This is an optimization exercise on Yosys and OpenROAD, whose aim is small area and a short achievable clock period, not a production implementation. For this run, only the layout was checked, not whether the RTL still works. No activity file was given, so power comes from the tool's default toggle rates.

==> flow/design.v <==
`timescale 1ns / 1ps
module vec_multi_core #(
    parameter int LEN = 32,
    parameter int DATA_WIDTH = 8
) (
    input logic clk,
    input logic rst_n,
    input logic i_data_valid,
    input logic i_load_weight,
    input logic [LEN*DATA_WIDTH-1:0] i_data,
    input logic [2*LEN-1:0] i_weight,
    output logic o_data_ready,
    output logic signed [31:0] o_result
);
  logic [LEN-1:0] wp, wn;
  logic wv;
  always_ff @(posedge clk) begin
    if (i_load_weight) begin
      for (int i = 0; i < LEN; i++) begin
        wp[i] <= i_weight[2*i+1] & ~i_weight[2*i];
        wn[i] <= ~i_weight[2*i+1] & ~i_weight[2*i];
      end
    end
  end
  always_ff @(posedge clk or negedge rst_n) begin
    if (!rst_n) wv <= 1'b0;
    else if (i_load_weight) wv <= 1'b1;
  end
  logic [LEN*DATA_WIDTH-1:0] zq;
  always_comb begin
    for (int i = 0; i < LEN; i++) begin
      for (int j = 0; j < DATA_WIDTH; j++) begin
        if (j == DATA_WIDTH - 1) zq[8*i+j] = i_data[8*i+j] ? wp[i] : wn[i];
        else zq[8*i+j] = ~(i_data[8*i+j] ? wp[i] : wn[i]);
      end
    end
  end
  logic [89:0] r1;
  logic [28:0] r2;
  logic s1;
  logic c2;
  logic s3;
  logic c4;
  logic s5;
  logic c6;
  logic s7;
  logic c8;
  logic s9;
  logic c10;
  logic s11;
  logic c12;
  logic s13;
  logic c14;
  logic s15;
  logic c16;
  logic s17;
  logic c18;
  logic s19;
  logic c20;
  logic i21;
  logic s22;
  logic c23;
  logic s24;
  logic c25;
  logic s26;
  logic c27;
  logic s28;
  logic c29;
  logic s30;
  logic c31;
  logic s32;
  logic c33;
  logic s34;
  logic c35;
  logic s36;
  logic c37;
  logic s38;
  logic c39;
  logic s40;
  logic c41;
  logic s42;
  logic c43;
  logic s44;
  logic c45;
  logic s46;
  logic c47;
  logic s48;
  logic c49;
  logic s50;
  logic c51;
  logic s52;
  logic c53;
  logic s54;
  logic c55;
  logic i56;
  logic s57;
  logic c58;
  logic s59;
  logic c60;
  logic s61;
  logic c62;
  logic s63;
  logic c64;
  logic s65;
  logic c66;
  logic s67;
  logic c68;
  logic s69;
  logic c70;
  logic s71;
  logic c72;
  logic s73;
  logic c74;
  logic s75;
  logic c76;
  logic s77;
  logic c78;
  logic s79;
  logic c80;
  logic s81;
  logic c82;
  logic i83;
  logic s84;
  logic c85;
  logic s86;
  logic c87;
  logic s88;
  logic c89;
  logic s90;
  logic c91;
  logic s92;
  logic c93;
  logic s94;
  logic c95;
  logic s96;
  logic c97;
  logic s98;
  logic c99;
  logic s100;
  logic c101;
  logic s102;
  logic c103;
  logic i104;
  logic s105;
  logic c106;
  logic s107;
  logic c108;
  logic s109;
  logic c110;
  logic s111;
  logic c112;
  logic s113;
  logic c114;
  logic s115;
  logic c116;
  logic i117;
  logic s118;
  logic c119;
  logic s120;
  logic c121;
  logic s122;
  logic c123;
  logic s124;
  logic c125;
  logic s126;
  logic c127;
  logic s128;
  logic c129;
  logic s130;
  logic c131;
  logic s132;
  logic c133;
  logic s134;
  logic c135;
  logic s136;
  logic c137;
  logic s138;
  logic c139;
  logic s140;
  logic c141;
  logic s142;
  logic c143;
  logic s144;
  logic c145;
  logic s146;
  logic c147;
  logic s148;
  logic c149;
  logic s150;
  logic c151;
  logic s152;
  logic c153;
  logic s154;
  logic c155;
  logic s156;
  logic c157;
  logic s158;
  logic c159;
  logic s160;
  logic c161;
  logic s162;
  logic c163;
  logic i164;
  logic s165;
  logic c166;
  logic i167;
  logic s168;
  logic c169;
  logic s170;
  logic c171;
  logic s172;
  logic c173;
  logic s174;
  logic c175;
  logic s176;
  logic c177;
  logic s178;
  logic c179;
  logic s180;
  logic c181;
  logic s182;
  logic c183;
  logic s184;
  logic c185;
  logic s186;
  logic c187;
  logic s188;
  logic c189;
  logic s190;
  logic c191;
  logic s192;
  logic c193;
  logic s194;
  logic c195;
  logic s196;
  logic c197;
  logic s198;
  logic c199;
  logic s200;
  logic c201;
  logic s202;
  logic c203;
  logic s204;
  logic c205;
  logic s206;
  logic c207;
  logic s208;
  logic c209;
  logic s210;
  logic c211;
  logic s212;
  logic c213;
  logic s214;
  logic c215;
  logic s216;
  logic c217;
  logic s218;
  logic c219;
  logic s220;
  logic c221;
  logic s222;
  logic c223;
  logic s224;
  logic c225;
  logic s226;
  logic c227;
  logic s228;
  logic c229;
  logic s230;
  logic c231;
  logic s232;
  logic c233;
  logic s234;
  logic c235;
  logic s236;
  logic c237;
  logic s238;
  logic c239;
  logic s240;
  logic c241;
  logic s242;
  logic c243;
  logic s244;
  logic c245;
  logic s246;
  logic c247;
  logic s248;
  logic c249;
  logic s250;
  logic c251;
  logic s252;
  logic c253;
  logic s254;
  logic c255;
  logic s256;
  logic c257;
  logic s258;
  logic c259;
  logic s260;
  logic c261;
  logic s262;
  logic c263;
  logic s264;
  logic c265;
  logic s266;
  logic c267;
  logic s268;
  logic c269;
  logic s270;
  logic c271;
  logic s272;
  logic c273;
  logic s274;
  logic c275;
  logic s276;
  logic c277;
  logic s278;
  logic c279;
  logic s280;
  logic c281;
  logic s282;
  logic c283;
  logic s284;
  logic c285;
  logic s286;
  logic c287;
  logic s288;
  logic c289;
  logic s290;
  logic c291;
  logic s292;
  logic c293;
  logic s294;
  logic c295;
  logic s296;
  logic c297;
  logic s298;
  logic c299;
  logic s300;
  logic c301;
  logic s302;
  logic c303;
  logic s304;
  logic c305;
  logic s306;
  logic c307;
  logic s308;
  logic c309;
  logic s310;
  logic c311;
  logic s312;
  logic c313;
  logic s314;
  logic c315;
  logic s316;
  logic c317;
  logic s318;
  logic c319;
  logic s320;
  logic c321;
  logic s322;
  logic c323;
  logic s324;
  logic c325;
  logic s326;
  logic c327;
  logic s328;
  logic c329;
  logic s330;
  logic c331;
  logic s332;
  logic c333;
  logic s334;
  logic c335;
  logic s336;
  logic c337;
  logic s338;
  logic c339;
  logic s340;
  logic c341;
  logic s342;
  logic c343;
  logic s344;
  logic c345;
  logic s346;
  logic c347;
  logic s348;
  logic c349;
  logic s350;
  logic c351;
  logic s352;
  logic c353;
  logic s354;
  logic c355;
  logic s356;
  logic c357;
  logic s358;
  logic c359;
  logic s360;
  logic c361;
  logic s362;
  logic c363;
  logic s364;
  logic c365;
  logic s366;
  logic c367;
  logic s368;
  logic c369;
  logic s370;
  logic c371;
  logic s372;
  logic c373;
  logic s374;
  logic c375;
  logic s376;
  logic c377;
  logic s378;
  logic c379;
  logic s380;
  logic c381;
  logic s382;
  logic c383;
  logic s384;
  logic c385;
  logic s386;
  logic c387;
  logic s388;
  logic c389;
  logic s390;
  logic c391;
  logic s392;
  logic c393;
  logic s394;
  logic c395;
  logic s396;
  logic c397;
  logic s398;
  logic c399;
  logic s400;
  logic c401;
  logic s402;
  logic c403;
  logic i404;
  logic s405;
  logic c406;
  logic i407;
  logic s408;
  logic c409;
  logic s410;
  logic c411;
  logic s412;
  logic c413;
  logic i414;
  logic s415;
  logic c416;
  logic s417;
  logic c418;
  logic s419;
  logic c420;
  logic s421;
  logic c422;
  logic i423;
  logic s424;
  logic c425;
  logic s426;
  logic c427;
  logic i428;
  logic s429;
  logic c430;
  logic i431;
  logic s432;
  logic c433;
  logic s434;
  logic c435;
  logic s436;
  logic c437;
  logic s438;
  logic c439;
  logic i440;
  logic s441;
  logic c442;
  logic s443;
  logic c444;
  logic s445;
  logic c446;
  logic s447;
  logic c448;
  logic i449;
  logic s450;
  logic c451;
  logic s452;
  logic c453;
  logic s454;
  logic c455;
  logic s456;
  logic c457;
  logic s458;
  logic c459;
  logic s460;
  logic c461;
  logic i462;
  logic s463;
  logic c464;
  logic s465;
  logic c466;
  logic s467;
  logic c468;
  logic s469;
  logic c470;
  logic s471;
  logic c472;
  logic s473;
  logic c474;
  logic s475;
  logic c476;
  logic s477;
  logic c478;
  logic s479;
  logic c480;
  logic s481;
  logic c482;
  logic s483;
  logic c484;
  logic s485;
  logic c486;
  logic s487;
  logic c488;
  logic s489;
  logic c490;
  logic s491;
  logic c492;
  logic s493;
  logic c494;
  logic s495;
  logic c496;
  logic s497;
  logic c498;
  logic s499;
  logic c500;
  logic s501;
  logic c502;
  logic s503;
  logic c504;
  logic s505;
  logic c506;
  logic s507;
  logic c508;
  logic s509;
  logic c510;
  logic s511;
  logic c512;
  logic s513;
  logic c514;
  logic s515;
  logic c516;
  logic s517;
  logic c518;
  logic s519;
  logic c520;
  logic s521;
  logic c522;
  logic s523;
  logic c524;
  logic s525;
  logic c526;
  logic s527;
  logic c528;
  logic s529;
  logic c530;
  logic s531;
  logic c532;
  logic s533;
  logic c534;
  logic s535;
  logic c536;
  logic s537;
  logic c538;
  logic s539;
  logic c540;
  logic s541;
  logic c542;
  logic s543;
  logic c544;
  logic s545;
  logic c546;
  logic s547;
  logic c548;
  logic s549;
  logic c550;
  logic s551;
  logic c552;
  logic s553;
  logic c554;
  logic s555;
  logic c556;
  logic s557;
  logic c558;
  logic s559;
  logic c560;
  logic s561;
  logic c562;
  logic s563;
  logic c564;
  vmc_fa u_s1 (.a(wn[0]), .b(wn[1]), .c(wn[2]), .s(s1), .co(c2));
  vmc_fa u_s3 (.a(wn[3]), .b(wn[4]), .c(wn[5]), .s(s3), .co(c4));
  vmc_fa u_s5 (.a(wn[6]), .b(wn[7]), .c(wn[8]), .s(s5), .co(c6));
  vmc_fa u_s7 (.a(wn[9]), .b(wn[10]), .c(wn[11]), .s(s7), .co(c8));
  vmc_fa u_s9 (.a(wn[12]), .b(wn[13]), .c(wn[14]), .s(s9), .co(c10));
  vmc_fa u_s11 (.a(wn[15]), .b(wn[16]), .c(wn[17]), .s(s11), .co(c12));
  vmc_fa u_s13 (.a(wn[18]), .b(wn[19]), .c(wn[20]), .s(s13), .co(c14));
  vmc_fa u_s15 (.a(wn[21]), .b(wn[22]), .c(wn[23]), .s(s15), .co(c16));
  vmc_fa u_s17 (.a(wn[24]), .b(wn[25]), .c(wn[26]), .s(s17), .co(c18));
  vmc_fa u_s19 (.a(wn[27]), .b(wn[28]), .c(wn[29]), .s(s19), .co(c20));
  assign i21 = ~zq[0];
  vmc_fa u_s22 (.a(wn[30]), .b(wn[31]), .c(i21), .s(s22), .co(c23));
  vmc_fa u_s24 (.a(zq[8]), .b(zq[16]), .c(zq[24]), .s(s24), .co(c25));
  vmc_fa u_s26 (.a(zq[32]), .b(zq[40]), .c(zq[48]), .s(s26), .co(c27));
  vmc_fa u_s28 (.a(zq[56]), .b(zq[64]), .c(zq[72]), .s(s28), .co(c29));
  vmc_fa u_s30 (.a(zq[80]), .b(zq[88]), .c(zq[96]), .s(s30), .co(c31));
  vmc_fa u_s32 (.a(zq[104]), .b(zq[112]), .c(zq[120]), .s(s32), .co(c33));
  vmc_fa u_s34 (.a(zq[128]), .b(zq[136]), .c(zq[144]), .s(s34), .co(c35));
  vmc_fa u_s36 (.a(zq[152]), .b(zq[160]), .c(zq[168]), .s(s36), .co(c37));
  vmc_fa u_s38 (.a(zq[176]), .b(zq[184]), .c(zq[192]), .s(s38), .co(c39));
  vmc_fa u_s40 (.a(zq[200]), .b(zq[208]), .c(zq[216]), .s(s40), .co(c41));
  vmc_fa u_s42 (.a(zq[224]), .b(zq[232]), .c(zq[240]), .s(s42), .co(c43));
  vmc_fa u_s44 (.a(s1), .b(s3), .c(s5), .s(s44), .co(c45));
  vmc_fa u_s46 (.a(s7), .b(s9), .c(s11), .s(s46), .co(c47));
  vmc_fa u_s48 (.a(s13), .b(s15), .c(s17), .s(s48), .co(c49));
  vmc_fa u_s50 (.a(zq[248]), .b(s24), .c(s26), .s(s50), .co(c51));
  vmc_fa u_s52 (.a(s28), .b(s30), .c(s32), .s(s52), .co(c53));
  vmc_fa u_s54 (.a(s34), .b(s36), .c(s38), .s(s54), .co(c55));
  assign i56 = ~s19;
  vmc_fa u_s57 (.a(i56), .b(s40), .c(s42), .s(s57), .co(c58));
  vmc_fa u_s59 (.a(s22), .b(s44), .c(s46), .s(s59), .co(c60));
  vmc_fa u_s61 (.a(s50), .b(s52), .c(s54), .s(s61), .co(c62));
  vmc_fa u_s63 (.a(zq[1]), .b(zq[9]), .c(zq[17]), .s(s63), .co(c64));
  vmc_fa u_s65 (.a(zq[25]), .b(zq[33]), .c(zq[41]), .s(s65), .co(c66));
  vmc_fa u_s67 (.a(zq[49]), .b(zq[57]), .c(zq[65]), .s(s67), .co(c68));
  vmc_fa u_s69 (.a(zq[73]), .b(zq[81]), .c(zq[89]), .s(s69), .co(c70));
  vmc_fa u_s71 (.a(zq[97]), .b(zq[105]), .c(zq[113]), .s(s71), .co(c72));
  vmc_fa u_s73 (.a(zq[121]), .b(zq[129]), .c(zq[137]), .s(s73), .co(c74));
  vmc_fa u_s75 (.a(zq[145]), .b(zq[153]), .c(zq[161]), .s(s75), .co(c76));
  vmc_fa u_s77 (.a(zq[169]), .b(zq[177]), .c(zq[185]), .s(s77), .co(c78));
  vmc_fa u_s79 (.a(zq[193]), .b(zq[201]), .c(zq[209]), .s(s79), .co(c80));
  vmc_fa u_s81 (.a(zq[217]), .b(zq[225]), .c(zq[233]), .s(s81), .co(c82));
  assign i83 = ~c2;
  vmc_fa u_s84 (.a(zq[241]), .b(zq[249]), .c(i83), .s(s84), .co(c85));
  vmc_fa u_s86 (.a(c4), .b(c6), .c(c8), .s(s86), .co(c87));
  vmc_fa u_s88 (.a(c10), .b(c12), .c(c14), .s(s88), .co(c89));
  vmc_fa u_s90 (.a(c16), .b(c18), .c(c20), .s(s90), .co(c91));
  vmc_fa u_s92 (.a(c25), .b(c27), .c(c29), .s(s92), .co(c93));
  vmc_fa u_s94 (.a(c31), .b(c33), .c(c35), .s(s94), .co(c95));
  vmc_fa u_s96 (.a(c37), .b(c39), .c(c41), .s(s96), .co(c97));
  vmc_fa u_s98 (.a(c43), .b(s63), .c(s65), .s(s98), .co(c99));
  vmc_fa u_s100 (.a(s67), .b(s69), .c(s71), .s(s100), .co(c101));
  vmc_fa u_s102 (.a(s73), .b(s75), .c(s77), .s(s102), .co(c103));
  assign i104 = ~c23;
  vmc_fa u_s105 (.a(s79), .b(s81), .c(i104), .s(s105), .co(c106));
  vmc_fa u_s107 (.a(c45), .b(c47), .c(c49), .s(s107), .co(c108));
  vmc_fa u_s109 (.a(s86), .b(s88), .c(s90), .s(s109), .co(c110));
  vmc_fa u_s111 (.a(s84), .b(c51), .c(c53), .s(s111), .co(c112));
  vmc_fa u_s113 (.a(c55), .b(c58), .c(s92), .s(s113), .co(c114));
  vmc_fa u_s115 (.a(s94), .b(s96), .c(s98), .s(s115), .co(c116));
  assign i117 = ~s107;
  vmc_fa u_s118 (.a(s100), .b(s102), .c(i117), .s(s118), .co(c119));
  vmc_fa u_s120 (.a(zq[2]), .b(zq[10]), .c(zq[18]), .s(s120), .co(c121));
  vmc_fa u_s122 (.a(zq[26]), .b(zq[34]), .c(zq[42]), .s(s122), .co(c123));
  vmc_fa u_s124 (.a(zq[50]), .b(zq[58]), .c(zq[66]), .s(s124), .co(c125));
  vmc_fa u_s126 (.a(zq[74]), .b(zq[82]), .c(zq[90]), .s(s126), .co(c127));
  vmc_fa u_s128 (.a(zq[98]), .b(zq[106]), .c(zq[114]), .s(s128), .co(c129));
  vmc_fa u_s130 (.a(zq[122]), .b(zq[130]), .c(zq[138]), .s(s130), .co(c131));
  vmc_fa u_s132 (.a(zq[146]), .b(zq[154]), .c(zq[162]), .s(s132), .co(c133));
  vmc_fa u_s134 (.a(zq[170]), .b(zq[178]), .c(zq[186]), .s(s134), .co(c135));
  vmc_fa u_s136 (.a(zq[194]), .b(zq[202]), .c(zq[210]), .s(s136), .co(c137));
  vmc_fa u_s138 (.a(zq[218]), .b(zq[226]), .c(zq[234]), .s(s138), .co(c139));
  vmc_fa u_s140 (.a(zq[242]), .b(zq[250]), .c(c64), .s(s140), .co(c141));
  vmc_fa u_s142 (.a(c66), .b(c68), .c(c70), .s(s142), .co(c143));
  vmc_fa u_s144 (.a(c72), .b(c74), .c(c76), .s(s144), .co(c145));
  vmc_fa u_s146 (.a(c78), .b(c80), .c(c82), .s(s146), .co(c147));
  vmc_fa u_s148 (.a(c87), .b(c89), .c(c91), .s(s148), .co(c149));
  vmc_fa u_s150 (.a(s120), .b(s122), .c(s124), .s(s150), .co(c151));
  vmc_fa u_s152 (.a(s126), .b(s128), .c(s130), .s(s152), .co(c153));
  vmc_fa u_s154 (.a(s132), .b(s134), .c(s136), .s(s154), .co(c155));
  vmc_fa u_s156 (.a(s138), .b(c85), .c(c93), .s(s156), .co(c157));
  vmc_fa u_s158 (.a(c95), .b(c97), .c(c99), .s(s158), .co(c159));
  vmc_fa u_s160 (.a(c101), .b(c103), .c(s140), .s(s160), .co(c161));
  vmc_fa u_s162 (.a(s142), .b(s144), .c(s146), .s(s162), .co(c163));
  assign i164 = ~s150;
  vmc_fa u_s165 (.a(c108), .b(s148), .c(i164), .s(s165), .co(c166));
  assign i167 = ~c110;
  vmc_fa u_s168 (.a(s152), .b(s154), .c(i167), .s(s168), .co(c169));
  vmc_fa u_s170 (.a(zq[3]), .b(zq[11]), .c(zq[19]), .s(s170), .co(c171));
  vmc_fa u_s172 (.a(zq[27]), .b(zq[35]), .c(zq[43]), .s(s172), .co(c173));
  vmc_fa u_s174 (.a(zq[51]), .b(zq[59]), .c(zq[67]), .s(s174), .co(c175));
  vmc_fa u_s176 (.a(zq[75]), .b(zq[83]), .c(zq[91]), .s(s176), .co(c177));
  vmc_fa u_s178 (.a(zq[99]), .b(zq[107]), .c(zq[115]), .s(s178), .co(c179));
  vmc_fa u_s180 (.a(zq[123]), .b(zq[131]), .c(zq[139]), .s(s180), .co(c181));
  vmc_fa u_s182 (.a(zq[147]), .b(zq[155]), .c(zq[163]), .s(s182), .co(c183));
  vmc_fa u_s184 (.a(zq[171]), .b(zq[179]), .c(zq[187]), .s(s184), .co(c185));
  vmc_fa u_s186 (.a(zq[195]), .b(zq[203]), .c(zq[211]), .s(s186), .co(c187));
  vmc_fa u_s188 (.a(zq[219]), .b(zq[227]), .c(zq[235]), .s(s188), .co(c189));
  vmc_fa u_s190 (.a(zq[243]), .b(zq[251]), .c(c121), .s(s190), .co(c191));
  vmc_fa u_s192 (.a(c123), .b(c125), .c(c127), .s(s192), .co(c193));
  vmc_fa u_s194 (.a(c129), .b(c131), .c(c133), .s(s194), .co(c195));
  vmc_fa u_s196 (.a(c135), .b(c137), .c(c139), .s(s196), .co(c197));
  vmc_fa u_s198 (.a(s170), .b(s172), .c(s174), .s(s198), .co(c199));
  vmc_fa u_s200 (.a(s176), .b(s178), .c(s180), .s(s200), .co(c201));
  vmc_fa u_s202 (.a(s182), .b(s184), .c(s186), .s(s202), .co(c203));
  vmc_fa u_s204 (.a(s188), .b(c141), .c(c143), .s(s204), .co(c205));
  vmc_fa u_s206 (.a(c145), .b(c147), .c(c151), .s(s206), .co(c207));
  vmc_fa u_s208 (.a(c153), .b(c155), .c(s190), .s(s208), .co(c209));
  vmc_fa u_s210 (.a(s192), .b(s194), .c(s196), .s(s210), .co(c211));
  vmc_fa u_s212 (.a(s198), .b(s200), .c(s202), .s(s212), .co(c213));
  vmc_fa u_s214 (.a(zq[4]), .b(zq[12]), .c(zq[20]), .s(s214), .co(c215));
  vmc_fa u_s216 (.a(zq[28]), .b(zq[36]), .c(zq[44]), .s(s216), .co(c217));
  vmc_fa u_s218 (.a(zq[52]), .b(zq[60]), .c(zq[68]), .s(s218), .co(c219));
  vmc_fa u_s220 (.a(zq[76]), .b(zq[84]), .c(zq[92]), .s(s220), .co(c221));
  vmc_fa u_s222 (.a(zq[100]), .b(zq[108]), .c(zq[116]), .s(s222), .co(c223));
  vmc_fa u_s224 (.a(zq[124]), .b(zq[132]), .c(zq[140]), .s(s224), .co(c225));
  vmc_fa u_s226 (.a(zq[148]), .b(zq[156]), .c(zq[164]), .s(s226), .co(c227));
  vmc_fa u_s228 (.a(zq[172]), .b(zq[180]), .c(zq[188]), .s(s228), .co(c229));
  vmc_fa u_s230 (.a(zq[196]), .b(zq[204]), .c(zq[212]), .s(s230), .co(c231));
  vmc_fa u_s232 (.a(zq[220]), .b(zq[228]), .c(zq[236]), .s(s232), .co(c233));
  vmc_fa u_s234 (.a(zq[244]), .b(zq[252]), .c(c171), .s(s234), .co(c235));
  vmc_fa u_s236 (.a(c173), .b(c175), .c(c177), .s(s236), .co(c237));
  vmc_fa u_s238 (.a(c179), .b(c181), .c(c183), .s(s238), .co(c239));
  vmc_fa u_s240 (.a(c185), .b(c187), .c(c189), .s(s240), .co(c241));
  vmc_fa u_s242 (.a(s214), .b(s216), .c(s218), .s(s242), .co(c243));
  vmc_fa u_s244 (.a(s220), .b(s222), .c(s224), .s(s244), .co(c245));
  vmc_fa u_s246 (.a(s226), .b(s228), .c(s230), .s(s246), .co(c247));
  vmc_fa u_s248 (.a(s232), .b(c191), .c(c193), .s(s248), .co(c249));
  vmc_fa u_s250 (.a(c195), .b(c197), .c(c199), .s(s250), .co(c251));
  vmc_fa u_s252 (.a(c201), .b(c203), .c(s234), .s(s252), .co(c253));
  vmc_fa u_s254 (.a(s236), .b(s238), .c(s240), .s(s254), .co(c255));
  vmc_fa u_s256 (.a(s242), .b(s244), .c(s246), .s(s256), .co(c257));
  vmc_fa u_s258 (.a(zq[5]), .b(zq[13]), .c(zq[21]), .s(s258), .co(c259));
  vmc_fa u_s260 (.a(zq[29]), .b(zq[37]), .c(zq[45]), .s(s260), .co(c261));
  vmc_fa u_s262 (.a(zq[53]), .b(zq[61]), .c(zq[69]), .s(s262), .co(c263));
  vmc_fa u_s264 (.a(zq[77]), .b(zq[85]), .c(zq[93]), .s(s264), .co(c265));
  vmc_fa u_s266 (.a(zq[101]), .b(zq[109]), .c(zq[117]), .s(s266), .co(c267));
  vmc_fa u_s268 (.a(zq[125]), .b(zq[133]), .c(zq[141]), .s(s268), .co(c269));
  vmc_fa u_s270 (.a(zq[149]), .b(zq[157]), .c(zq[165]), .s(s270), .co(c271));
  vmc_fa u_s272 (.a(zq[173]), .b(zq[181]), .c(zq[189]), .s(s272), .co(c273));
  vmc_fa u_s274 (.a(zq[197]), .b(zq[205]), .c(zq[213]), .s(s274), .co(c275));
  vmc_fa u_s276 (.a(zq[221]), .b(zq[229]), .c(zq[237]), .s(s276), .co(c277));
  vmc_fa u_s278 (.a(zq[245]), .b(zq[253]), .c(c215), .s(s278), .co(c279));
  vmc_fa u_s280 (.a(c217), .b(c219), .c(c221), .s(s280), .co(c281));
  vmc_fa u_s282 (.a(c223), .b(c225), .c(c227), .s(s282), .co(c283));
  vmc_fa u_s284 (.a(c229), .b(c231), .c(c233), .s(s284), .co(c285));
  vmc_fa u_s286 (.a(s258), .b(s260), .c(s262), .s(s286), .co(c287));
  vmc_fa u_s288 (.a(s264), .b(s266), .c(s268), .s(s288), .co(c289));
  vmc_fa u_s290 (.a(s270), .b(s272), .c(s274), .s(s290), .co(c291));
  vmc_fa u_s292 (.a(s276), .b(c235), .c(c237), .s(s292), .co(c293));
  vmc_fa u_s294 (.a(c239), .b(c241), .c(c243), .s(s294), .co(c295));
  vmc_fa u_s296 (.a(c245), .b(c247), .c(s278), .s(s296), .co(c297));
  vmc_fa u_s298 (.a(s280), .b(s282), .c(s284), .s(s298), .co(c299));
  vmc_fa u_s300 (.a(s286), .b(s288), .c(s290), .s(s300), .co(c301));
  vmc_fa u_s302 (.a(zq[6]), .b(zq[14]), .c(zq[22]), .s(s302), .co(c303));
  vmc_fa u_s304 (.a(zq[30]), .b(zq[38]), .c(zq[46]), .s(s304), .co(c305));
  vmc_fa u_s306 (.a(zq[54]), .b(zq[62]), .c(zq[70]), .s(s306), .co(c307));
  vmc_fa u_s308 (.a(zq[78]), .b(zq[86]), .c(zq[94]), .s(s308), .co(c309));
  vmc_fa u_s310 (.a(zq[102]), .b(zq[110]), .c(zq[118]), .s(s310), .co(c311));
  vmc_fa u_s312 (.a(zq[126]), .b(zq[134]), .c(zq[142]), .s(s312), .co(c313));
  vmc_fa u_s314 (.a(zq[150]), .b(zq[158]), .c(zq[166]), .s(s314), .co(c315));
  vmc_fa u_s316 (.a(zq[174]), .b(zq[182]), .c(zq[190]), .s(s316), .co(c317));
  vmc_fa u_s318 (.a(zq[198]), .b(zq[206]), .c(zq[214]), .s(s318), .co(c319));
  vmc_fa u_s320 (.a(zq[222]), .b(zq[230]), .c(zq[238]), .s(s320), .co(c321));
  vmc_fa u_s322 (.a(zq[246]), .b(zq[254]), .c(c259), .s(s322), .co(c323));
  vmc_fa u_s324 (.a(c261), .b(c263), .c(c265), .s(s324), .co(c325));
  vmc_fa u_s326 (.a(c267), .b(c269), .c(c271), .s(s326), .co(c327));
  vmc_fa u_s328 (.a(c273), .b(c275), .c(c277), .s(s328), .co(c329));
  vmc_fa u_s330 (.a(s302), .b(s304), .c(s306), .s(s330), .co(c331));
  vmc_fa u_s332 (.a(s308), .b(s310), .c(s312), .s(s332), .co(c333));
  vmc_fa u_s334 (.a(s314), .b(s316), .c(s318), .s(s334), .co(c335));
  vmc_fa u_s336 (.a(s320), .b(c279), .c(c281), .s(s336), .co(c337));
  vmc_fa u_s338 (.a(c283), .b(c285), .c(c287), .s(s338), .co(c339));
  vmc_fa u_s340 (.a(c289), .b(c291), .c(s322), .s(s340), .co(c341));
  vmc_fa u_s342 (.a(s324), .b(s326), .c(s328), .s(s342), .co(c343));
  vmc_fa u_s344 (.a(s330), .b(s332), .c(s334), .s(s344), .co(c345));
  vmc_fa u_s346 (.a(zq[7]), .b(zq[15]), .c(zq[23]), .s(s346), .co(c347));
  vmc_fa u_s348 (.a(zq[31]), .b(zq[39]), .c(zq[47]), .s(s348), .co(c349));
  vmc_fa u_s350 (.a(zq[55]), .b(zq[63]), .c(zq[71]), .s(s350), .co(c351));
  vmc_fa u_s352 (.a(zq[79]), .b(zq[87]), .c(zq[95]), .s(s352), .co(c353));
  vmc_fa u_s354 (.a(zq[103]), .b(zq[111]), .c(zq[119]), .s(s354), .co(c355));
  vmc_fa u_s356 (.a(zq[127]), .b(zq[135]), .c(zq[143]), .s(s356), .co(c357));
  vmc_fa u_s358 (.a(zq[151]), .b(zq[159]), .c(zq[167]), .s(s358), .co(c359));
  vmc_fa u_s360 (.a(zq[175]), .b(zq[183]), .c(zq[191]), .s(s360), .co(c361));
  vmc_fa u_s362 (.a(zq[199]), .b(zq[207]), .c(zq[215]), .s(s362), .co(c363));
  vmc_fa u_s364 (.a(zq[223]), .b(zq[231]), .c(zq[239]), .s(s364), .co(c365));
  vmc_fa u_s366 (.a(zq[247]), .b(zq[255]), .c(c303), .s(s366), .co(c367));
  vmc_fa u_s368 (.a(c305), .b(c307), .c(c309), .s(s368), .co(c369));
  vmc_fa u_s370 (.a(c311), .b(c313), .c(c315), .s(s370), .co(c371));
  vmc_fa u_s372 (.a(c317), .b(c319), .c(c321), .s(s372), .co(c373));
  vmc_fa u_s374 (.a(s346), .b(s348), .c(s350), .s(s374), .co(c375));
  vmc_fa u_s376 (.a(s352), .b(s354), .c(s356), .s(s376), .co(c377));
  vmc_fa u_s378 (.a(s358), .b(s360), .c(s362), .s(s378), .co(c379));
  vmc_fa u_s380 (.a(s364), .b(c323), .c(c325), .s(s380), .co(c381));
  vmc_fa u_s382 (.a(c327), .b(c329), .c(c331), .s(s382), .co(c383));
  vmc_fa u_s384 (.a(c333), .b(c335), .c(s366), .s(s384), .co(c385));
  vmc_fa u_s386 (.a(s368), .b(s370), .c(s372), .s(s386), .co(c387));
  vmc_fa u_s388 (.a(s374), .b(s376), .c(s378), .s(s388), .co(c389));
  vmc_fa u_s390 (.a(c347), .b(c349), .c(c351), .s(s390), .co(c391));
  vmc_fa u_s392 (.a(c353), .b(c355), .c(c357), .s(s392), .co(c393));
  vmc_fa u_s394 (.a(c359), .b(c361), .c(c363), .s(s394), .co(c395));
  vmc_fa u_s396 (.a(c365), .b(c367), .c(c369), .s(s396), .co(c397));
  vmc_fa u_s398 (.a(c371), .b(c373), .c(c375), .s(s398), .co(c399));
  vmc_fa u_s400 (.a(c377), .b(c379), .c(s390), .s(s400), .co(c401));
  vmc_fa u_s402 (.a(c391), .b(c393), .c(c395), .s(s402), .co(c403));
  assign i404 = ~r1[1];
  vmc_fa u_s405 (.a(r1[0]), .b(i404), .c(r1[2]), .s(s405), .co(c406));
  assign i407 = ~r1[6];
  vmc_fa u_s408 (.a(r1[4]), .b(r1[5]), .c(i407), .s(s408), .co(c409));
  vmc_fa u_s410 (.a(r1[7]), .b(r1[8]), .c(r1[9]), .s(s410), .co(c411));
  vmc_fa u_s412 (.a(r1[10]), .b(r1[11]), .c(s410), .s(s412), .co(c413));
  assign i414 = ~s412;
  vmc_fa u_s415 (.a(c406), .b(s408), .c(i414), .s(s415), .co(c416));
  vmc_fa u_s417 (.a(r1[12]), .b(r1[13]), .c(r1[14]), .s(s417), .co(c418));
  vmc_fa u_s419 (.a(r1[15]), .b(r1[16]), .c(r1[17]), .s(s419), .co(c420));
  vmc_fa u_s421 (.a(r1[18]), .b(r1[19]), .c(r1[20]), .s(s421), .co(c422));
  assign i423 = ~r1[21];
  vmc_fa u_s424 (.a(i423), .b(r1[22]), .c(c411), .s(s424), .co(c425));
  vmc_fa u_s426 (.a(s417), .b(s419), .c(s421), .s(s426), .co(c427));
  assign i428 = ~c409;
  vmc_fa u_s429 (.a(i428), .b(c413), .c(s424), .s(s429), .co(c430));
  assign i431 = ~c416;
  vmc_fa u_s432 (.a(s426), .b(s429), .c(i431), .s(s432), .co(c433));
  vmc_fa u_s434 (.a(r1[24]), .b(r1[25]), .c(r1[26]), .s(s434), .co(c435));
  vmc_fa u_s436 (.a(r1[27]), .b(r1[28]), .c(r1[29]), .s(s436), .co(c437));
  vmc_fa u_s438 (.a(r1[30]), .b(r1[31]), .c(r1[32]), .s(s438), .co(c439));
  assign i440 = ~r1[34];
  vmc_fa u_s441 (.a(r1[23]), .b(r1[33]), .c(i440), .s(s441), .co(c442));
  vmc_fa u_s443 (.a(c418), .b(c420), .c(c422), .s(s443), .co(c444));
  vmc_fa u_s445 (.a(s434), .b(s436), .c(s438), .s(s445), .co(c446));
  vmc_fa u_s447 (.a(c425), .b(c427), .c(s443), .s(s447), .co(c448));
  assign i449 = ~s441;
  vmc_fa u_s450 (.a(i449), .b(s445), .c(c430), .s(s450), .co(c451));
  vmc_fa u_s452 (.a(r1[35]), .b(r1[36]), .c(r1[37]), .s(s452), .co(c453));
  vmc_fa u_s454 (.a(r1[38]), .b(r1[39]), .c(r1[40]), .s(s454), .co(c455));
  vmc_fa u_s456 (.a(r1[41]), .b(r1[42]), .c(r1[43]), .s(s456), .co(c457));
  vmc_fa u_s458 (.a(r1[44]), .b(c435), .c(c437), .s(s458), .co(c459));
  vmc_fa u_s460 (.a(c439), .b(s452), .c(s454), .s(s460), .co(c461));
  assign i462 = ~c442;
  vmc_fa u_s463 (.a(s456), .b(i462), .c(c444), .s(s463), .co(c464));
  vmc_fa u_s465 (.a(c446), .b(s458), .c(s460), .s(s465), .co(c466));
  vmc_fa u_s467 (.a(c448), .b(s463), .c(s465), .s(s467), .co(c468));
  vmc_fa u_s469 (.a(r1[45]), .b(r1[46]), .c(r1[47]), .s(s469), .co(c470));
  vmc_fa u_s471 (.a(r1[48]), .b(r1[49]), .c(r1[50]), .s(s471), .co(c472));
  vmc_fa u_s473 (.a(r1[51]), .b(r1[52]), .c(r1[53]), .s(s473), .co(c474));
  vmc_fa u_s475 (.a(r1[54]), .b(c453), .c(c455), .s(s475), .co(c476));
  vmc_fa u_s477 (.a(c457), .b(s469), .c(s471), .s(s477), .co(c478));
  vmc_fa u_s479 (.a(s473), .b(c459), .c(c461), .s(s479), .co(c480));
  vmc_fa u_s481 (.a(s475), .b(s477), .c(c464), .s(s481), .co(c482));
  vmc_fa u_s483 (.a(r1[55]), .b(r1[56]), .c(r1[57]), .s(s483), .co(c484));
  vmc_fa u_s485 (.a(r1[58]), .b(r1[59]), .c(r1[60]), .s(s485), .co(c486));
  vmc_fa u_s487 (.a(r1[61]), .b(r1[62]), .c(r1[63]), .s(s487), .co(c488));
  vmc_fa u_s489 (.a(r1[64]), .b(c470), .c(c472), .s(s489), .co(c490));
  vmc_fa u_s491 (.a(c474), .b(s483), .c(s485), .s(s491), .co(c492));
  vmc_fa u_s493 (.a(s487), .b(c476), .c(c478), .s(s493), .co(c494));
  vmc_fa u_s495 (.a(s489), .b(s491), .c(c480), .s(s495), .co(c496));
  vmc_fa u_s497 (.a(r1[65]), .b(r1[66]), .c(r1[67]), .s(s497), .co(c498));
  vmc_fa u_s499 (.a(r1[68]), .b(r1[69]), .c(r1[70]), .s(s499), .co(c500));
  vmc_fa u_s501 (.a(r1[71]), .b(r1[72]), .c(r1[73]), .s(s501), .co(c502));
  vmc_fa u_s503 (.a(r1[74]), .b(c484), .c(c486), .s(s503), .co(c504));
  vmc_fa u_s505 (.a(c488), .b(s497), .c(s499), .s(s505), .co(c506));
  vmc_fa u_s507 (.a(s501), .b(c490), .c(c492), .s(s507), .co(c508));
  vmc_fa u_s509 (.a(s503), .b(s505), .c(c494), .s(s509), .co(c510));
  vmc_fa u_s511 (.a(r1[75]), .b(r1[76]), .c(r1[77]), .s(s511), .co(c512));
  vmc_fa u_s513 (.a(r1[78]), .b(r1[79]), .c(r1[80]), .s(s513), .co(c514));
  vmc_fa u_s515 (.a(r1[81]), .b(r1[82]), .c(r1[83]), .s(s515), .co(c516));
  vmc_fa u_s517 (.a(r1[84]), .b(c498), .c(c500), .s(s517), .co(c518));
  vmc_fa u_s519 (.a(c502), .b(s511), .c(s513), .s(s519), .co(c520));
  vmc_fa u_s521 (.a(s515), .b(c504), .c(c506), .s(s521), .co(c522));
  vmc_fa u_s523 (.a(s517), .b(s519), .c(c508), .s(s523), .co(c524));
  vmc_fa u_s525 (.a(r1[85]), .b(r1[86]), .c(r1[87]), .s(s525), .co(c526));
  vmc_fa u_s527 (.a(r1[88]), .b(c512), .c(c514), .s(s527), .co(c528));
  vmc_fa u_s529 (.a(c516), .b(s525), .c(c518), .s(s529), .co(c530));
  vmc_fa u_s531 (.a(c520), .b(s527), .c(c522), .s(s531), .co(c532));
  vmc_fa u_s533 (.a(r1[89]), .b(c526), .c(c528), .s(s533), .co(c534));
  assign s535 = ~(r2[9] ^ r2[10]);
  assign c536 = r2[9] | r2[10];
  assign s537 = ~(r2[13] ^ r2[14]);
  assign c538 = r2[13] | r2[14];
  assign s539 = ~(r2[16] ^ r2[17]);
  assign c540 = r2[16] | r2[17];
  assign s541 = ~(r2[19] ^ r2[20]);
  assign c542 = r2[19] | r2[20];
  assign s543 = ~(r2[22] ^ r2[23]);
  assign c544 = r2[22] | r2[23];
  assign s545 = ~(r2[25] ^ r2[26]);
  assign c546 = r2[25] | r2[26];
  assign s547 = ~(r2[4] ^ r2[5]);
  assign c548 = r2[4] | r2[5];
  assign s549 = ~(r2[7] ^ r2[8]);
  assign c550 = r2[7] | r2[8];
  vmc_fa u_s551 (.a(r2[11]), .b(r2[12]), .c(s535), .s(s551), .co(c552));
  vmc_fa u_s553 (.a(r2[15]), .b(c536), .c(s537), .s(s553), .co(c554));
  vmc_fa u_s555 (.a(r2[18]), .b(c538), .c(s539), .s(s555), .co(c556));
  vmc_fa u_s557 (.a(r2[21]), .b(c540), .c(s541), .s(s557), .co(c558));
  vmc_fa u_s559 (.a(r2[24]), .b(c542), .c(s543), .s(s559), .co(c560));
  vmc_fa u_s561 (.a(r2[27]), .b(c544), .c(s545), .s(s561), .co(c562));
  assign s563 = ~(r2[28] ^ c546);
  assign c564 = r2[28] | c546;
  logic [3:1] vld;
  logic [3:1] wvp;
  always_ff @(posedge clk or negedge rst_n) begin
    if (!rst_n) vld <= '0;
    else vld <= {vld[2:1], i_data_valid};
  end
  always_ff @(posedge clk) begin
    wvp <= {wvp[2:1], wv};
  end
  always_ff @(posedge clk) begin
      r1[0] <= s48;
      r1[1] <= s57;
      r1[2] <= s59;
      r1[3] <= s61;
      r1[4] <= c60;
      r1[5] <= s109;
      r1[6] <= s105;
      r1[7] <= c62;
      r1[8] <= s111;
      r1[9] <= s113;
      r1[10] <= s115;
      r1[11] <= s118;
      r1[12] <= c106;
      r1[13] <= c112;
      r1[14] <= c114;
      r1[15] <= s156;
      r1[16] <= c116;
      r1[17] <= s158;
      r1[18] <= s160;
      r1[19] <= s162;
      r1[20] <= c119;
      r1[21] <= s165;
      r1[22] <= s168;
      r1[23] <= c149;
      r1[24] <= c157;
      r1[25] <= c159;
      r1[26] <= c161;
      r1[27] <= c163;
      r1[28] <= s204;
      r1[29] <= s206;
      r1[30] <= s208;
      r1[31] <= s210;
      r1[32] <= s212;
      r1[33] <= c166;
      r1[34] <= c169;
      r1[35] <= c205;
      r1[36] <= c207;
      r1[37] <= c209;
      r1[38] <= c211;
      r1[39] <= s248;
      r1[40] <= c213;
      r1[41] <= s250;
      r1[42] <= s252;
      r1[43] <= s254;
      r1[44] <= s256;
      r1[45] <= c249;
      r1[46] <= c251;
      r1[47] <= c253;
      r1[48] <= c255;
      r1[49] <= s292;
      r1[50] <= c257;
      r1[51] <= s294;
      r1[52] <= s296;
      r1[53] <= s298;
      r1[54] <= s300;
      r1[55] <= c293;
      r1[56] <= c295;
      r1[57] <= c297;
      r1[58] <= c299;
      r1[59] <= s336;
      r1[60] <= c301;
      r1[61] <= s338;
      r1[62] <= s340;
      r1[63] <= s342;
      r1[64] <= s344;
      r1[65] <= c337;
      r1[66] <= c339;
      r1[67] <= c341;
      r1[68] <= c343;
      r1[69] <= s380;
      r1[70] <= c345;
      r1[71] <= s382;
      r1[72] <= s384;
      r1[73] <= s386;
      r1[74] <= s388;
      r1[75] <= s392;
      r1[76] <= s394;
      r1[77] <= c381;
      r1[78] <= c383;
      r1[79] <= c385;
      r1[80] <= c387;
      r1[81] <= s396;
      r1[82] <= c389;
      r1[83] <= s398;
      r1[84] <= s400;
      r1[85] <= c397;
      r1[86] <= c399;
      r1[87] <= c401;
      r1[88] <= s402;
      r1[89] <= c403;
  end
  always_ff @(posedge clk) begin
      r2[0] <= r1[3];
      r2[1] <= s405;
      r2[2] <= s415;
      r2[3] <= s432;
      r2[4] <= s447;
      r2[5] <= s450;
      r2[6] <= c433;
      r2[7] <= c451;
      r2[8] <= s467;
      r2[9] <= s479;
      r2[10] <= c466;
      r2[11] <= s481;
      r2[12] <= c468;
      r2[13] <= s493;
      r2[14] <= c482;
      r2[15] <= s495;
      r2[16] <= s507;
      r2[17] <= c496;
      r2[18] <= s509;
      r2[19] <= s521;
      r2[20] <= c510;
      r2[21] <= s523;
      r2[22] <= s529;
      r2[23] <= c524;
      r2[24] <= s531;
      r2[25] <= c530;
      r2[26] <= s533;
      r2[27] <= c532;
      r2[28] <= c534;
  end
  logic [13:0] fa, fb, res;
  assign fa = {1'b1, 1'b1, ~s563, ~s561, ~s559, ~s557, ~s555, ~s553, ~s551, ~s549, ~r2[6], ~r2[3], r2[2], ~r2[0]};
  assign fb = {1'b0, ~c564, ~c562, ~c560, ~c558, ~c556, ~c554, ~c552, ~c550, ~c548, ~s547, 1'b0, 1'b0, r2[1]};
  always_ff @(posedge clk) res <= wvp[2] ? fa + fb : '0;
  assign o_result = {{18{res[13]}}, res};
  assign o_data_ready = vld[3];
endmodule
module vmc_fa (
    input  logic a,
    input  logic b,
    input  logic c,
    output logic s,
    output logic co
);
  assign s  = a ^ b ^ c;
  assign co = (a & b) | (a & c) | (b & c);
endmodule
module vmc_ha (
    input  logic a,
    input  logic b,
    output logic s,
    output logic co
);
  assign s  = a ^ b;
  assign co = a & b;
endmodule
==> flow/run.sh <==
#!/bin/bash
# synth_recipe.tcl (not shown) runs the flow's synth.tcl, then flattens the netlist and writes it again
# the make line also repeats each setting of config.mk as NAME=value (left out here)
make -C /OpenROAD-flow-scripts/flow DESIGN_CONFIG=/design/flow/config.mk WORK_HOME=/design/flow/orfs CLKGATE_MAP_FILE= SYNTH_SCRIPT=/design/flow/synth_recipe.tcl finish
==> flow/config.mk <==
export PLATFORM = sky130hd
export DESIGN_NAME = vec_multi_core
export DESIGN_NICKNAME = vec_multi_core
export VERILOG_FILES = /design/flow/design.v
export SDC_FILE = /design/flow/constraint.sdc
export NUM_CORES = 4
export LEC_CHECK = 0
export CAP_MARGIN = 20
export CORE_MARGIN = 2
export CORE_UTILIZATION = 40
export SLEW_MARGIN = 20
export SYNTH_HIERARCHICAL = 1
==> flow/constraint.sdc <==
create_clock -name core_clock -period 3.0 [get_ports {clk}]
set_input_delay 0.6000 -clock core_clock [delete_from_list [all_inputs] [get_ports {clk}]]
set_output_delay 0.6000 -clock core_clock [all_outputs]
set_load 0.01 [all_outputs]
==> run notes <==
## layout make-up
| class | instances | area (sq um) |
|---|---|---|
| Fill cell | 2964 | 15600 |
| Inverter | 59 | 221 |
| Antenna cell | 5 | 12.5 |
| Timing Repair Buffer | 394 | 3860 |
| Sequential cell | 203 | 4720 |
| Multi-Input combinational cell | 674 | 8940 |
| Clock buffer | 27 | 654 |
| Tap cell | 455 | 569 |
| Clock inverter | 17 | 165 |
## metal layers
layer,vias up,global-route usage,share of wire
met1,4506,0.318,0.42
met3,45,0.0444,0.050
met5,-,0,0
met2,265,0.448,0.52
met4,0,0.0520,0.018
li1,4033,-,-
## Yosys cell counts
cell | number | area, sq um
a21o_1 | 2 | 15.0
nand4b_1 | 2 | 17.5
or3_2 | 1 | 7.51
a31oi_1 | 1 | 6.26
nor4b_1 | 2 | 17.5
dfxtp_1 | 135 | 2700
o21ai_0 | 4 | 20.0
edfxtp_1 | 64 | 1920
and2_1 | 2 | 12.5
mux2_2 | 33 | 372
a221oi_1 | 2 | 17.5
mux2i_1 | 225 | 2250
a41oi_1 | 1 | 8.76
nor2b_1 | 32 | 200
o21a_1 | 1 | 7.51
o311a_1 | 1 | 10.0
xor2_1 | 4 | 35.0
nor3_1 | 4 | 20.0
or2_2 | 2 | 12.5
nand4_1 | 2 | 12.5
nor2_1 | 42 | 158
nand2b_1 | 1 | 6.26
or3_1 | 1 | 6.26
nand3b_1 | 2 | 15.0
a2111o_1 | 1 | 11.3
ha_1 | 20 | 250
and3_1 | 1 | 6.26
fa_1 | 266 | 5330
a21oi_1 | 8 | 40.0
a211oi_1 | 1 | 7.51
and4_1 | 2 | 17.5
dfrtp_1 | 4 | 100
clkbuf_1 | 32 | 120
nand2_1 | 4 | 15.0
buf_4 | 18 | 135
xnor2_1 | 3 | 26.3
nor2b_4 | 1 | 13.8
clkbuf_8 | 1 | 13.8
inv_1 | 59 | 221
## cells by family (layout without fill, tap and decap cells)
logic type	after synthesis	count (layout)	share of synthesized area
and+or+nand+nor	101	101	0.0380
muxes	258	258	0.185
DFF	203	203	0.334
other	0	5	0
buffers and inverters	110	497	0.0346
xor gates and xnor gates	7	7	0.00433
AOI/OAI and AO/OA	22	22	0.0102
adders and majority gates	286	286	0.394
## power breakdown
part	internal [mW]	switching, mW
Combinational	5.56	5.99
Sequential	4.19	0.671
Clock	1.76	1.25
Total	11.5	7.91
## per-stage QoR
stage          cells  worst slack, ps  instance area [sq um]  hold slack, ps   util
3_5_place_dp    1785             -200                  18300             319  0.528
3_3_place_gp    1785             -185                  18300             317  0.528
6_report        1834              197                  19100             268  0.552
4_1_cts         1829              194                  19100             260  0.551
2_1_floorplan    987              425                  14200             304      -
5_1_grt         1834             64.6                  19100             271  0.552
## per-module statistics from Yosys (local to each module, per instance)
module          cells inside  times used  flip-flops and latches  cell area, sq um
vmc_fa                     1         265                       0              20.0
vec_multi_core           722           1                     203              8850
## path summary, 6_finish.rpt
kind / end / cells after the start
min in group core_clock: wvp[1] / 0
hold reg to reg: wvp[1] / 0
max in group asynchronous: wv / 1
setup reg to reg: r1[11] / 5
setup / recovery: r1[11] / 5
hold / removal: vld[3] / 1
## registers in the layout, indices dropped and copies added (netlist names)
signal	count
r1	90
wn	32
wp	32
r2	29
res	14
vld	3
wvp	2
wv	1
==> impl_metrics.toml <==
[outcome]
status = "no timing/DRC/antenna violations"

[detailed_routing]
vias = 8849
wl_mm = 44.8
vias_per_cell = 4.82
wl_per_cell_um = 24.5
dr.pass1.iters = 4
first_iter_violations = 431
ant_nets = 0
drc = 0

[die]
boundaryPins = 357
die_w_um = 192
dieArea_sq_um = 36900
std_cell_rows = 68
initial_core_util = 0.408
core_area_sq_um = 34700
die_height_um = 192

[timing]
clock_skew_ps = 11.4
fmax_mhz = 357
fin_crit_sh = 0.934
relSlewSlack = 0.579
max_slew.worst_pin.slew_ps = 632
drv_slew = 0
fin_tns_setup_ps = 0
hold_violations = 0
setup_viol = 0
min_period_ps = 2800
rsz0062_at_grt = "no"

[global_route]
antenna_found_initial = 5
grt_start_max_net_pins = 43
grt_pass1_vias = 10300
grt_pass1_wl_mm = 64.6
gr-total-overflow = 0
grtUsageTotal = 0.250

[clock_network]
cts_sinks = 203
postCtsSetupBuffers = 0
clk_pin_slew_ps = 60
cts_buffers = 24
cts_root_buffer = "clkbuf_16"
clkLatencyLatePin_ps = 530
clockBufferDepth = 3
cts_hold_buf = 0
htree_levels = 1
cts_resized = 0
cts_tree = "done"

[cells_and_area]
nNetsFinal = 1966
final_cell_mix = "355 x clkdlybuf4s50_1, 266 x fa_1, 225 x mux2i_1"
layout-drive-gt1-share = 0.0852
mostFrequentLayoutCell = "clkdlybuf4s50_1"
synthToLayoutAreaGrowth_pct = 35.2

[setup_path]
r2r-start = "wn[1]"
worstPathCellList = "fa_1, fa_1, fa_1, inv_1, fa_1"
crit_required_ps = 3400
critPathCaptureType = "register"
r2r_slack_ps = 200
crit_buf_inv = 1
path_max_fanout = 9
critPathArrivalTime_ps = 3210
cp-startpoint = "wn[1]"
worstSetupPathType = "reg -> reg"
cp_common_cell = "fa_1"
worstSetupStartpointType = "register"
cpPeakStageDelay_ps = 600
crit_family = "adder cells"
cp_slowest_cell = "fa_1"

[logic_synthesis]
syn-num-nets = 1597
synthesis.area_sq_um = 14200
ys_warn_count = 7
ys_ff_latch = 203
netlist_instances = 987
avgSynthCellArea_sq_um = 14.3
ys_seq_area_frac = 0.334
synth.distinct_cells = 39

[power_and_ir_drop]
leakage_nw = 7.94
finalPower_mw = 19.4
cellPowerDensity_nw_per_um2 = 1010
vdd.ir_drop.worst_v = 0.000875

[placement]
gp_congestion = 0.859
place.port_buffers = 356
dp_hpwl_mm = 39.2

[min_path]
min-delay-path-class = "in -> async"

[job]
maxCapViolations = 0

[separate check: timing with driven ports]
No port has a modelled driver above. Below, the same layout with a new extraction and two added sets of constraints.
Step 1 assumes that a clkbuf_16 drives the clock port and a buf_2 every other input.
Step 2 also shifts input and output timing later by t, the mid clock arrival at the registers, as if the neighbouring blocks saw the same clock.
a / b / c = no drivers / after step 1 / after step 2; a / b = the first two.
shift t [ns]: 0.577
slack for setup (ns): 0.197 / 0.197 / -0.215
hold slack, ns: 0.268 / 0.241 / 0.328
worst register clock-pin slew, ns: 0.07 / 0.07
worst data-port slew with drivers (ns): 0.08
Met with ideal ports but missed after step 2: setup timing in this run. For this run, drivers alone change the setup slack by 0.000 ns; drivers and shift together by -0.412 ns.
